This is an optimization exercise on Yosys and OpenROAD, whose aim is small area, not a production implementation. At most, simulation tests tie the RTL to the original design; equivalence was not proved. Power is estimated from default activity; no workload was simulated.

==> v3 <==
// proc
module proc(
  input         clk,
  input         reset,
  input         enable_pc_external,
  output [15:0] imem_addr,
  input  [15:0] imem_data,
  output        rf_we,
  output [2:0]  rf_waddr,
  output [15:0] rf_wdata,
  output        st_valid,
  output [15:0] st_addr,
  output [15:0] st_data
);
  integer k;
  reg [15:0]  pc;
  reg [15:0]  di;               
  reg [127:0] rf;               
  reg [23:0]  tkt;              
  reg [7:0]   rob_v;            
  reg [7:0]   rob_we;           
  reg [23:0]  rob_addr;
  reg [127:0] rob_res;
  reg [2:0]   tail, head;
  reg [15:0] e_res, e_data;     
  reg [2:0]  e_dest, e_tick;
  reg        e_twe, e_st;
  reg [1:0]  e_bp;
  reg [15:0] t_res, t_data;
  reg [2:0]  t_dest, t_tick;
  reg        t_twe, t_st;
  reg [1:0]  t_bp;
  reg [2:0]  c_dest, c_tick;
  reg        c_twe, c_bp;
  reg [2:0]  w_dest, w_tick;
  reg        w_twe, w_bp;
  reg [5:0]  l_v;
  reg [17:0] l_tick;
  wire [3:0] op = di[15:12];
  wire is_nop  = op == 4'b0000;
  wire is_add  = op == 4'b0001;
  wire is_sub  = op == 4'b0010;
  wire is_mov  = op == 4'b0011;
  wire is_cmp  = op == 4'b0100;
  wire is_bnz  = op == 4'b0101;
  wire is_ld   = op == 4'b0110;
  wire is_st   = op == 4'b0111;
  wire is_long = op == 4'b1000;
  wire is_exc  = op == 4'b1111;
  wire use_a = is_add | is_sub | is_cmp | is_bnz | is_ld;
  wire use_b = is_add | is_sub | is_cmp | is_bnz;
  wire we_op = is_add | is_sub | is_mov | is_cmp | is_ld | is_long;
  wire tk_op = we_op | is_st | is_exc;
  wire [1:0] bp_op = is_ld ? 2'b10 :
                     (is_nop | is_bnz | is_st | is_exc) ? 2'b00 : 2'b01;
  wire [2:0] opa = di[8:6];
  wire [2:0] opb = di[2:0];                   
  wire [2:0] opr = is_st ? di[11:9] : di[2:0];  
  function [7:0] dec8(input [2:0] a);
    dec8 = 8'b1 << a;
  endfunction
  reg [2:0]  tka, tkb;
  reg [15:0] rfa, rfb;
  reg        ra_v, rb_v;
  reg [2:0]  ra_addr, rb_addr;
  reg [15:0] ra_res, rb_res;
  wire [7:0] opa_h = dec8(opa), opb_h = dec8(opb), opr_h = dec8(opr);
  reg  [7:0] tka_h, tkb_h;
  always @(*) begin
    tka = 3'd0; tkb = 3'd0; rfa = 16'd0; rfb = 16'd0;
    for (k = 0; k < 8; k = k + 1) begin
      tka = tka | (tkt[k*3 +: 3] & {3{opa_h[k]}});
      tkb = tkb | (tkt[k*3 +: 3] & {3{opb_h[k]}});
  ...
Settings: LEC_CHECK=0, CAP_MARGIN=20, CORE_MARGIN=2, CORE_UTILIZATION=60, CTS_BUF_LIST=sky130_fd_sc_hd__clkbuf_4, PLACE_DENSITY=0.72, SLEW_MARGIN=20; clock period 10.0 ns.
run.sh (not shown) runs the stock make flow with config.mk's settings and CLKGATE_MAP_FILE= SYNTH_SCRIPT=/design/flow/synth_recipe.tcl, a recipe that flattens the netlist after the stock synthesis.
==> v22: changes against v3 <==
==> flow/flow/run.sh (new file) <==
#!/bin/bash
# Own layout flow. It runs the standard flow (standard.sh) with these
# changes:
#  1. after the standard synthesis, the combinational logic is re-mapped by
#     ABC with an area-oriented script (flow/resyn.ys, flow/area.abc); the
#     flip-flops are untouched black boxes, so register names and cell types
#     stay those of the standard synthesis;
#  2. ports are buffered with buf_1;
#  3. clock tree synthesis inserts no dummy loads.
# Each tool's output goes to a log file of its own in this folder.
set -euo pipefail
W=$(pwd)
R=$W/orfs/results/sky130hd/proc/base
LIB=$FLOW_HOME/platforms/sky130hd/lib/sky130_fd_sc_hd__tt_025C_1v80.lib
YOSYS=$FLOW_HOME/../tools/install/yosys/bin/yosys
export BUFFER_PORTS_ARGS="-buffer_cell sky130_fd_sc_hd__buf_1"
export CTS_ARGS="-sink_clustering_enable -repair_clock_nets -dont_use_dummy_load"

bash standard.sh synth > log_1_synth.txt 2>&1
cp $R/1_2_yosys.v $R/1_2_yosys_std.v
python3 flow/genmodels.py $LIB comb_models.v > log_genmodels.txt 2>&1
sed -e "s#LIBFILE#$LIB#g" -e "s#RESULTS#$R#g" flow/resyn.ys > resyn.ys
$YOSYS -s resyn.ys > log_resyn_yosys.txt 2>&1
rm -f $R/1_synth.odb $R/1_synth.sdc
bash standard.sh synth > log_1b_synth_odb.txt 2>&1
bash standard.sh > log_2_layout.txt 2>&1
==> flow/flow/area.abc (new file) <==
strash
balance
rewrite
refactor
balance
rewrite
rewrite -z
balance
refactor -z
rewrite -z
balance
dch
&get -n
&st
&dch
&nf -R 1000 -p -F 10 -C 32
&put
==> flow/flow/genmodels.py (new file) <==
# Generate Verilog models of the combinational sky130hd cells from the liberty file.
import re, sys
lib = open(sys.argv[1]).read()
out = []
for m in re.finditer(r'\n\s*cell\s*\(\s*"?(\w+)"?\s*\)\s*\{', lib):
    name = m.group(1)
    # find the cell body by brace matching
    i = m.end(); depth = 1
    while depth:
        c = lib[i]
        if c == '{': depth += 1
        elif c == '}': depth -= 1
        i += 1
    body = lib[m.end():i]
    if re.search(r'\b(ff|latch|statetable)\s*\(', body): continue
    pins = []
    for pm in re.finditer(r'\n\s*pin\s*\(\s*"?(\w+)"?\s*\)\s*\{', body):
        j = pm.end(); d = 1
        while d:
            c = body[j]
            if c == '{': d += 1
            elif c == '}': d -= 1
            j += 1
        pb = body[pm.end():j]
        dirm = re.search(r'direction\s*:\s*"?(\w+)"?', pb)
        fm = re.search(r'function\s*:\s*"([^"]*)"', pb)
        pins.append((pm.group(1), dirm.group(1) if dirm else None, fm.group(1) if fm else None))
    outs = [p for p in pins if p[1] == 'output']
    ins = [p for p in pins if p[1] == 'input']
    if not outs or any(p[2] is None for p in outs): continue
    def conv(f):
        f = f.replace('!', '~').replace('+', '|').replace('*', '&')
        f = re.sub(r'(\w)\s+(?=[\w(~])', r'\1 & ', f)   # implicit AND by space
        f = re.sub(r'\)\s+(?=[\w(~])', ') & ', f)
        return f
    ports = [p[0] for p in ins] + [p[0] for p in outs]
    s = 'module %s(%s);\n' % (name, ', '.join(ports))
    for p in ins: s += '  input %s;\n' % p[0]
    for p in outs: s += '  output %s;\n  assign %s = %s;\n' % (p[0], p[0], conv(p[2]))
    s += 'endmodule\n'
    out.append(s)
open(sys.argv[2], 'w').write('\n'.join(out))
print(len(out), 'models')
==> flow/flow/resyn.ys (new file) <==
# Re-map the standard synthesis's combinational logic for area. The
# flip-flops are read as black boxes, so every register keeps its instance
# name and cell type; only the logic between them is re-mapped by ABC.
read_verilog comb_models.v
read_liberty -lib -ignore_redef LIBFILE
read_verilog RESULTS/1_2_yosys_std.v
hierarchy -top proc
flatten
delete t:$scopeinfo
simplemap
opt_clean
abc -script flow/area.abc -liberty LIBFILE -dont_use sky130_fd_sc_hd__lpflow_bleeder_1 -dont_use sky130_fd_sc_hd__lpflow_clkbufkapwr_1 -dont_use sky130_fd_sc_hd__lpflow_clkbufkapwr_16 -dont_use sky130_fd_sc_hd__lpflow_clkbufkapwr_2 -dont_use sky130_fd_sc_hd__lpflow_clkbufkapwr_4 -dont_use sky130_fd_sc_hd__lpflow_clkbufkapwr_8 -dont_use sky130_fd_sc_hd__lpflow_clkinvkapwr_1 -dont_use sky130_fd_sc_hd__lpflow_clkinvkapwr_16 -dont_use sky130_fd_sc_hd__lpflow_clkinvkapwr_2 -dont_use sky130_fd_sc_hd__lpflow_clkinvkapwr_4 -dont_use sky130_fd_sc_hd__lpflow_clkinvkapwr_8 -dont_use sky130_fd_sc_hd__lpflow_decapkapwr_12 -dont_use sky130_fd_sc_hd__lpflow_decapkapwr_3 -dont_use sky130_fd_sc_hd__lpflow_decapkapwr_4 -dont_use sky130_fd_sc_hd__lpflow_decapkapwr_6 -dont_use sky130_fd_sc_hd__lpflow_decapkapwr_8 -dont_use sky130_fd_sc_hd__lpflow_inputiso0n_1 -dont_use sky130_fd_sc_hd__lpflow_inputiso0p_1 -dont_use sky130_fd_sc_hd__lpflow_inputiso1n_1 -dont_use sky130_fd_sc_hd__lpflow_inputiso1p_1 -dont_use sky130_fd_sc_hd__lpflow_inputisolatch_1 -dont_use sky130_fd_sc_hd__lpflow_isobufsrc_1 -dont_use sky130_fd_sc_hd__lpflow_isobufsrc_16 -dont_use sky130_fd_sc_hd__lpflow_isobufsrc_2 -dont_use sky130_fd_sc_hd__lpflow_isobufsrc_4 -dont_use sky130_fd_sc_hd__lpflow_isobufsrc_8 -dont_use sky130_fd_sc_hd__lpflow_isobufsrckapwr_16 -dont_use sky130_fd_sc_hd__lpflow_lsbuf_lh_hl_isowell_tap_1 -dont_use sky130_fd_sc_hd__lpflow_lsbuf_lh_hl_isowell_tap_2 -dont_use sky130_fd_sc_hd__lpflow_lsbuf_lh_hl_isowell_tap_4 -dont_use sky130_fd_sc_hd__lpflow_lsbuf_lh_isowell_4 -dont_use sky130_fd_sc_hd__lpflow_lsbuf_lh_isowell_tap_1 -dont_use sky130_fd_sc_hd__lpflow_lsbuf_lh_isowell_tap_2 -dont_use sky130_fd_sc_hd__lpflow_lsbuf_lh_isowell_tap_4 -dont_use sky130_fd_sc_hd__probe_p_8 -dont_use sky130_fd_sc_hd__probec_p_8 
opt_clean -purge
setundef -zero
hilomap -singleton -hicell sky130_fd_sc_hd__conb_1 HI -locell sky130_fd_sc_hd__conb_1 LO
insbuf -buf sky130_fd_sc_hd__buf_4 A X
opt_clean -purge
rename -hide w:*.*
opt_clean -purge
tee -o resyn_stat.txt stat -liberty LIBFILE
write_verilog -noattr -nohex -nodec RESULTS/1_2_yosys.v
==> flow/standard.sh (new file) <==
#!/bin/bash
# synth_recipe.tcl (not shown) runs the flow's synth.tcl, then flattens the netlist and writes it again
# the make line also repeats each setting of config.mk as NAME=value (left out here)
make -C /OpenROAD-flow-scripts/flow DESIGN_CONFIG=/design/flow/config.mk WORK_HOME=/design/flow/orfs CLKGATE_MAP_FILE= SYNTH_SCRIPT=/design/flow/synth_recipe.tcl "${@:-finish}"
CORE_UTILIZATION = 40   (was 60)
CTS_BUF_LIST = default   (was sky130_fd_sc_hd__clkbuf_4)
PLACE_DENSITY = default   (was 0.72)
removed: flow/run.sh
==> v21: changes against v3 <==
--- a/flow/design.v
+++ b/flow/design.v
@@ -51,40 +51,27 @@
   wire we_op = is_add | is_sub | is_mov | is_cmp | is_ld | is_long;
   wire tk_op = we_op | is_st | is_exc;
   wire [1:0] bp_op = is_ld ? 2'b10 :
                      (is_nop | is_bnz | is_st | is_exc) ? 2'b00 : 2'b01;
   wire [2:0] opa = di[8:6];
-  wire [2:0] opb = di[2:0];                   
-  wire [2:0] opr = is_st ? di[11:9] : di[2:0];  
-  function [7:0] dec8(input [2:0] a);
-    dec8 = 8'b1 << a;
-  endfunction
+  wire [2:0] opb = is_st ? di[11:9] : di[2:0];
   reg [2:0]  tka, tkb;
   reg [15:0] rfa, rfb;
   reg        ra_v, rb_v;
   reg [2:0]  ra_addr, rb_addr;
   reg [15:0] ra_res, rb_res;
-  wire [7:0] opa_h = dec8(opa), opb_h = dec8(opb), opr_h = dec8(opr);
-  reg  [7:0] tka_h, tkb_h;
-  always @(*) begin
-    tka = 3'd0; tkb = 3'd0; rfa = 16'd0; rfb = 16'd0;
-    for (k = 0; k < 8; k = k + 1) begin
-      tka = tka | (tkt[k*3 +: 3] & {3{opa_h[k]}});
-      tkb = tkb | (tkt[k*3 +: 3] & {3{opb_h[k]}});
-      rfa = rfa | (rf[k*16 +: 16] & {16{opa_h[k]}});
-      rfb = rfb | (rf[k*16 +: 16] & {16{opr_h[k]}});
-    end
-    tka_h = dec8(tka); tkb_h = dec8(tkb);
-    ra_v = |(rob_v & tka_h);
-    rb_v = |(rob_v & tkb_h);
-    ra_addr = 3'd0; rb_addr = 3'd0; ra_res = 16'd0; rb_res = 16'd0;
-    for (k = 0; k < 8; k = k + 1) begin
-      ra_addr = ra_addr | (rob_addr[k*3 +: 3] & {3{tka_h[k]}});
-      rb_addr = rb_addr | (rob_addr[k*3 +: 3] & {3{tkb_h[k]}});
-      ra_res = ra_res | (rob_res[k*16 +: 16] & {16{tka_h[k]}});
-      rb_res = rb_res | (rob_res[k*16 +: 16] & {16{tkb_h[k]}});
-    end
+  always @(*) begin
+    tka = tkt[opa*3 +: 3];
+    tkb = tkt[opb*3 +: 3];
+    rfa = rf[opa*16 +: 16];
+    rfb = rf[opb*16 +: 16];
+    ra_v = rob_v[tka];
+    rb_v = rob_v[tkb];
+    ra_addr = rob_addr[tka*3 +: 3];
+    rb_addr = rob_addr[tkb*3 +: 3];
+    ra_res = rob_res[tka*16 +: 16];
+    rb_res = rob_res[tkb*16 +: 16];
   end
   wire am = ra_addr == opa;
   wire bm = rb_addr == opb;
   reg [5:0] lm_a, lm_b;
   always @(*) begin
@@ -216,23 +203,13 @@
       end
     end
     if (!reset) head <= 3'd0;
     else if (rob_v[head]) head <= head + 3'd1;
   end
-  wire [7:0] head_h = dec8(head);
-  reg [2:0]  hd_addr;
-  reg [15:0] hd_res;
-  always @(*) begin
-    hd_addr = 3'd0; hd_res = 16'd0;
-    for (k = 0; k < 8; k = k + 1) begin
-      hd_addr = hd_addr | (rob_addr[k*3 +: 3] & {3{head_h[k]}});
-      hd_res = hd_res | (rob_res[k*16 +: 16] & {16{head_h[k]}});
-    end
-  end
-  assign rf_we    = |(rob_v & rob_we & head_h);
-  assign rf_waddr = hd_addr;
-  assign rf_wdata = hd_res;
+  assign rf_we    = rob_v[head] & rob_we[head];
+  assign rf_waddr = rob_addr[head*3 +: 3];
+  assign rf_wdata = rob_res[head*16 +: 16];
   always @(posedge clk) begin
     if (!reset) rf <= 128'h0;
     else if (rf_we) rf[rf_waddr*16 +: 16] <= rf_wdata;
   end
 endmodule
CTS_BUF_LIST = default   (was sky130_fd_sc_hd__clkbuf_4)
==> run notes <==
In critical path depth, v21 and v3 do not differ. In sequential power, v21 and v3 hardly differ. Core utilization: v22 < v3 < v21. Final cell count, lowest first: v21, v22, v3. In v21 the clock power is higher than in v22, by 22%. Maximum frequency, highest first: v3, v21, v22. In v22 the first-iteration DRC count is smaller than in v3, by 0.74%. Wire length, lowest first: v21, v22, v3.
==> figures <==
item                                                                             v21        v22                 v3
Status                                                      timing/DRC/antenna clean  timing/DRC/antenna clean  timing/DRC/antenna clean
Core Region                                                                40700 um2  52800 um2          40800 um2
Most common cell in the synthesized netlist                                  dfxtp_1          -            dfxtp_1
Biggest Area Class                                                 multi-input gates  registers  multi-input gates
Largest fanout on the critical path                                               25         20                 22
Flip-flop and latch share of the layout cell area                              0.403      0.457              0.407
Post-route cell area                                                       27800 um2  24500 um2          27400 um2
Switching fraction of total power                                              0.285      0.306              0.315
Met2 wirelength from detailed routing                                       35800 um   36600 um           38600 um
Power, Total                                                                 5.04 mW    4.67 mW            4.73 mW
Part of the total power dissipated in the clock network                        0.386      0.341              0.338
Fraction of post-synthesis cell area in the top cell type by area              0.238          -              0.237
Die Width                                                                     207 um     235 um             207 um
Post-detail-place hpwl                                                      55800 um   58000 um           60100 um
Buffers, non-clock                                                               142        164                144
Clk cell area share                                                           0.0626     0.0512             0.0530
Most numerous cell on the critical path                                      a21oi_1          -            a21oi_1
First-pass iteration count of the detailed router                                  6         11                  8
Only the layout flow was run in v21; the RTL was not checked for function there.

what the ideal ports hide:
The flow's constraints put no driver on any port. The routed layouts listed below were extracted and timed again, unchanged, in two steps. Step 1: set_driving_cell puts a clkbuf_16 on clk and a buf_2 on each other input, an assumption about the parent block. Step 2, shift: input delay + t, output delay - t, t = (earliest + latest rising clock arrival at the registers) / 2. This alone moves slack from input paths to output paths. Slacks: no drivers / after step 1 / after step 2; pairs: no drivers / after step 1.
run	shift t [ns]	slack for setup (ns)	slew at the worst register clock pin (ns)
v3	0.975	1.368 / 1.368 / 1.368	0.10 / 0.10
v22	0.649	0.728 / 0.728 / 0.728	0.07 / 0.07
v21	0.647	0.790 / 0.790 / 0.790	0.07 / 0.07
After both steps setup and hold are still met in every run listed.
